Background: an optimization exercise with open tools, aiming at small area. Do not read the settings as production practice.
Function was checked by simulation only, so behaviour that the tests miss may differ from the original.
Power figures rest on the tool's default switching activity, not on a simulated workload.

== the baseline ==
==> flow/design.v (excerpt) <==
module MBF(CLK, RESET, IN_VALID, IN_DATA, X_DATA, Y_DATA, OUT_VALID);
Size: roughly 1200 cells after synthesis.
make LEC_CHECK=0 CAP_MARGIN=20 CORE_MARGIN=2 CORE_UTILIZATION=40 CTS_BUF_LIST=sky130_fd_sc_hd__clkbuf_16 CTS_CLUSTER_DIAMETER=80 CTS_CLUSTER_SIZE=40 SLEW_MARGIN=20 SYNTH_HIERARCHICAL=1 finish   # period 7.0 ns
run.sh (not shown) runs the stock make flow with config.mk's settings and CLKGATE_MAP_FILE= SYNTH_SCRIPT=/design/flow/synth_recipe.tcl, a recipe that flattens the netlist after the stock synthesis.
What the candidate does differently from the baseline at the input level:
# the baseline
export LEC_CHECK = 0
export CAP_MARGIN = 20
export CORE_MARGIN = 2
export CORE_UTILIZATION = 40
export CTS_BUF_LIST = sky130_fd_sc_hd__clkbuf_16
export CTS_CLUSTER_DIAMETER = 80
export CTS_CLUSTER_SIZE = 40
export SLEW_MARGIN = 20
export SYNTH_HIERARCHICAL = 1
create_clock -name core_clock -period 7.0 [get_ports {CLK}]
# the candidate
export LEC_CHECK = 0
export CAP_MARGIN = 0
export CORE_MARGIN = 2
export CORE_UTILIZATION = 40
export CTS_BUF_LIST = sky130_fd_sc_hd__clkbuf_4
export CTS_CLUSTER_SIZE = 12
export SLEW_MARGIN = 0
export SYNTH_HIERARCHICAL = 1
create_clock -name core_clock -period 7.0 [get_ports {CLK}]
--- outcome ---
The baseline has a higher number of DRC violations after detailed-routing iteration 0 than the candidate. Run comparison: the candidate startpoint of the most critical setup path r6[12]; the baseline startpoint of the most critical setup path r8[12]. On combinational power, the candidate and the baseline are neck and neck. In the flow results for the candidate and the baseline, the share of power burned in combinational logic is larger on the baseline.

========
quartz:
MBF, a different RTL version from the one above (not shown whole).
Size in the first run: roughly 1100 cells after synthesis, roughly 43 I/O pins, roughly 15000 um2 of cells after synthesis.
Design MBF, start of the top module:
module MBF(CLK, RESET, IN_VALID, IN_DATA, X_DATA, Y_DATA, OUT_VALID);
export LEC_CHECK = 0
export CAP_MARGIN = 20
export CORE_MARGIN = 2
export CORE_UTILIZATION = 50
export CTS_BUF_LIST = sky130_fd_sc_hd__clkbuf_8
export CTS_CLUSTER_DIAMETER = 50
export CTS_CLUSTER_SIZE = 20
export SLEW_MARGIN = 20
export SYNTH_HIERARCHICAL = 1
create_clock -name core_clock -period 7.0 [get_ports {CLK}]
standard.sh (not shown) runs the stock make flow with config.mk's settings and CLKGATE_MAP_FILE= SYNTH_SCRIPT=/design/flow/synth_recipe.tcl, a recipe that flattens the netlist after the stock synthesis.
==> flow/flow/run.sh <==
#!/bin/bash
# The standard layout, with the port buffers that global placement inserts made from the
# smallest buffer cell. The make output goes to flow_make.log; ORFS keeps each step's own
# log under orfs/logs/.
set -euo pipefail
export BUFFER_PORTS_ARGS="-buffer_cell sky130_fd_sc_hd__buf_1"
bash standard.sh finish > flow_make.log 2>&1
Changes in xenon relative to quartz:
==> flow/flow/run.sh <==
#!/bin/bash
# The standard layout, with the port buffers that global placement inserts made from the
# smallest buffer cell, resizer changes from timing-driven placement not kept, and clock
# tree synthesis without dummy loads. The make output goes to
# flow_make.log; ORFS keeps each step's own log under orfs/logs/.
set -euo pipefail
export BUFFER_PORTS_ARGS="-buffer_cell sky130_fd_sc_hd__buf_1"
export GPL_KEEP_OVERFLOW=0
export CTS_ARGS="-sink_clustering_enable -repair_clock_nets -dont_use_dummy_load -buf_list sky130_fd_sc_hd__clkbuf_8 -sink_clustering_size 28 -sink_clustering_max_diameter 60"
bash standard.sh finish > flow_make.log 2>&1
Of the two values seen for startpoint of the most critical setup path, r7[6] was produced by quartz and r11[8] by xenon.
quartz → xenon: fmax barely changed; worst path setup slack after routing held; routed metal-1 wirelength lost 3.9%.
Taking quartz as the reference, in xenon power lost about 10%, total track usage -0.78 points.
Relative area change from synthesis to final layout is lower on xenon
--- input diff xenon..zinc ---
==> flow/flow/run.sh <==
#!/bin/bash
# The standard layout, with the port buffers that global placement inserts made from the
# smallest buffer cell, and clock tree synthesis without dummy loads. The make output goes to
# flow_make.log; ORFS keeps each step's own log under orfs/logs/.
set -euo pipefail
export BUFFER_PORTS_ARGS="-buffer_cell sky130_fd_sc_hd__buf_1"
export CTS_ARGS="-sink_clustering_enable -repair_clock_nets -dont_use_dummy_load -buf_list sky130_fd_sc_hd__clkbuf_8 -sink_clustering_size 28 -sink_clustering_max_diameter 60"
bash standard.sh finish > flow_make.log 2>&1
==> summary.txt <==
zinc finished all stages; the layout is clean. Run comparison: xenon startpoint of the most critical setup path r11[8]; zinc startpoint of the most critical setup path r7[6]. Comparing zinc and xenon, the lower maximum number of pins on one net before global-route repair is on zinc. Total power consumption of the routed design (higher): xenon. Non-clock buffer count in the final layout, zinc vs xenon: up by more than half. Cell count, zinc vs xenon: up by a few percent. In zinc relative to xenon, cell area after layout had gone up slightly. Combinational share of power ends up lower on xenon. Compared to xenon, zinc leaves less free space in the core. Going from xenon to zinc, total net switching power fell by 17 uW, static leakage rose by 1.7%. The critical path depth of zinc falls short of that of xenon by 1. Looking at wire length of the first global-routing pass, zinc sits above xenon.
For harbor, these inputs were changed with respect to zinc:
==> flow/flow/run.sh <==
#!/bin/bash
# The standard layout, with the port buffers that global placement inserts made from the
# smallest buffer cell, and clock tree synthesis without dummy loads. The make output goes to
# flow_make.log; ORFS keeps each step's own log under orfs/logs/.
set -euo pipefail
export BUFFER_PORTS_ARGS="-buffer_cell sky130_fd_sc_hd__buf_1"
export CTS_ARGS="-sink_clustering_enable -repair_clock_nets -dont_use_dummy_load -buf_list sky130_fd_sc_hd__clkbuf_16 -sink_clustering_size 30 -sink_clustering_max_diameter 60"
bash standard.sh finish > flow_make.log 2>&1
[summary]
- harbor vs zinc, fraction of the core area covered by cells at the end of the flow went up by 0.78 points.
- harbor against zinc: total of flip-flops plus latches after synthesis saw little to no change, maximum clock rate saw little to no change.
- On first-pass GRT wire length, harbor and zinc are neck and neck.
- Relative to zinc, the design area measured on harbor has increased slightly.
- Lower worst setup slack goes to harbor over zinc.
- Between harbor and zinc, the difference in total routed wirelength is negligible.
What yarrow does differently from harbor at the input level:
==> flow/flow/run.sh <==
#!/bin/bash
# The standard layout, with the port buffers that global placement inserts made from the
# smallest buffer cell, and clock tree synthesis without dummy loads. The make output goes to
# flow_make.log; ORFS keeps each step's own log under orfs/logs/.
set -euo pipefail
export BUFFER_PORTS_ARGS="-buffer_cell sky130_fd_sc_hd__buf_1"
export CTS_ARGS="-sink_clustering_enable -repair_clock_nets -dont_use_dummy_load -buf_list sky130_fd_sc_hd__clkbuf_8 -sink_clustering_size 20 -sink_clustering_max_diameter 50"
bash standard.sh finish > flow_make.log 2>&1
### Flow results
The critical path data required time reported for yarrow is greater than that of harbor by 60 ps.
From harbor to yarrow the numbers moved as follows: ratio of final minimum period to clock period shows no meaningful change, global-route wire length before repair was more or less identical, clock network fraction of design power down 4.8 points, total power decreased by 230 uW relative to the old numbers.

========
v6:
Starting RTL as in the previous note.
export LEC_CHECK = 0
export CAP_MARGIN = 20
export CORE_MARGIN = 2
export CORE_UTILIZATION = 50
export CTS_BUF_LIST = sky130_fd_sc_hd__clkbuf_8
export CTS_CLUSTER_DIAMETER = 50
export CTS_CLUSTER_SIZE = 20
export SLEW_MARGIN = 20
export SYNTH_HIERARCHICAL = 1
create_clock -name core_clock -period 7.0 [get_ports {CLK}]
==> flow/flow/run.sh <==
#!/bin/bash
# The standard layout, with the port buffers that global placement inserts made from the
# smallest buffer cell, resizer changes from timing-driven placement not kept, and clock
# tree synthesis without dummy loads. The make output goes to
# flow_make.log; ORFS keeps each step's own log under orfs/logs/.
set -euo pipefail
export BUFFER_PORTS_ARGS="-buffer_cell sky130_fd_sc_hd__buf_1"
export GPL_KEEP_OVERFLOW=0
export CTS_ARGS="-sink_clustering_enable -repair_clock_nets -dont_use_dummy_load -buf_list sky130_fd_sc_hd__clkbuf_8 -sink_clustering_size 24 -sink_clustering_max_diameter 60"
bash standard.sh finish > flow_make.log 2>&1
v6: no failed stages, no open violations at the end
Here is what was changed in the inputs of v7 compared with v6.
- an added GPL_TIMING_DRIVEN of 0
==> flow/flow/run.sh <==
#!/bin/bash
# The standard layout, with the port buffers that global placement inserts made from the
# smallest buffer cell, and clock tree synthesis without dummy loads. The make output goes to
# flow_make.log; ORFS keeps each step's own log under orfs/logs/.
set -euo pipefail
export BUFFER_PORTS_ARGS="-buffer_cell sky130_fd_sc_hd__buf_1"
export CTS_ARGS="-sink_clustering_enable -repair_clock_nets -dont_use_dummy_load -buf_list sky130_fd_sc_hd__clkbuf_8 -sink_clustering_size 20 -sink_clustering_max_diameter 50"
bash standard.sh finish > flow_make.log 2>&1
==> comparison <==
v7 and v6 all finish clean.
Of v7 and v6, it is v7 that has the lower routed wire length.
Fraction of area in registers: v7 vs v6 down 0.41 points
Taking v6 as the reference, in v7 total power increased by 0.000092 W relative to the old numbers, post-detailed-placement half-perimeter wirelength lower.

-- separate check: timing with driven ports --
Ports are ideal in the flow. The routed layouts listed here were re-timed in OpenROAD.
Step 1 sets driving cells, clkbuf_16 on the clock port and buf_2 on the other inputs (assumed; they add their load-dependent delay and slew).
Step 2 also shifts input and output timing later by t, the mid clock arrival at the registers, as if the neighbouring blocks saw the same clock.
a / b / c = ideal / step 1 / step 2; a / b = the first two.
run | t (ns) | setup slack, ns | worst register clock-pin slew, ns
the baseline | 0.590 | 0.192 / 0.138 / 0.399 | 0.10 / 0.10
the candidate | 0.758 | 0.375 / 0.325 / 0.417 | 0.08 / 0.08
quartz | 0.633 | 0.208 / 0.208 / 0.208 | 0.11 / 0.11
xenon | 0.607 | 0.211 / 0.211 / 0.211 | 0.12 / 0.12
zinc | 0.574 | 0.237 / 0.237 / 0.237 | 0.11 / 0.11
harbor | 0.545 | 0.219 / 0.219 / 0.219 | 0.08 / 0.08
yarrow | 0.607 | 0.219 / 0.219 / 0.219 | 0.11 / 0.11
v6 | 0.607 | 0.211 / 0.211 / 0.211 | 0.12 / 0.12
v7 | 0.598 | 0.186 / 0.186 / 0.186 | 0.11 / 0.11
After both steps setup and hold are still met in every run listed.
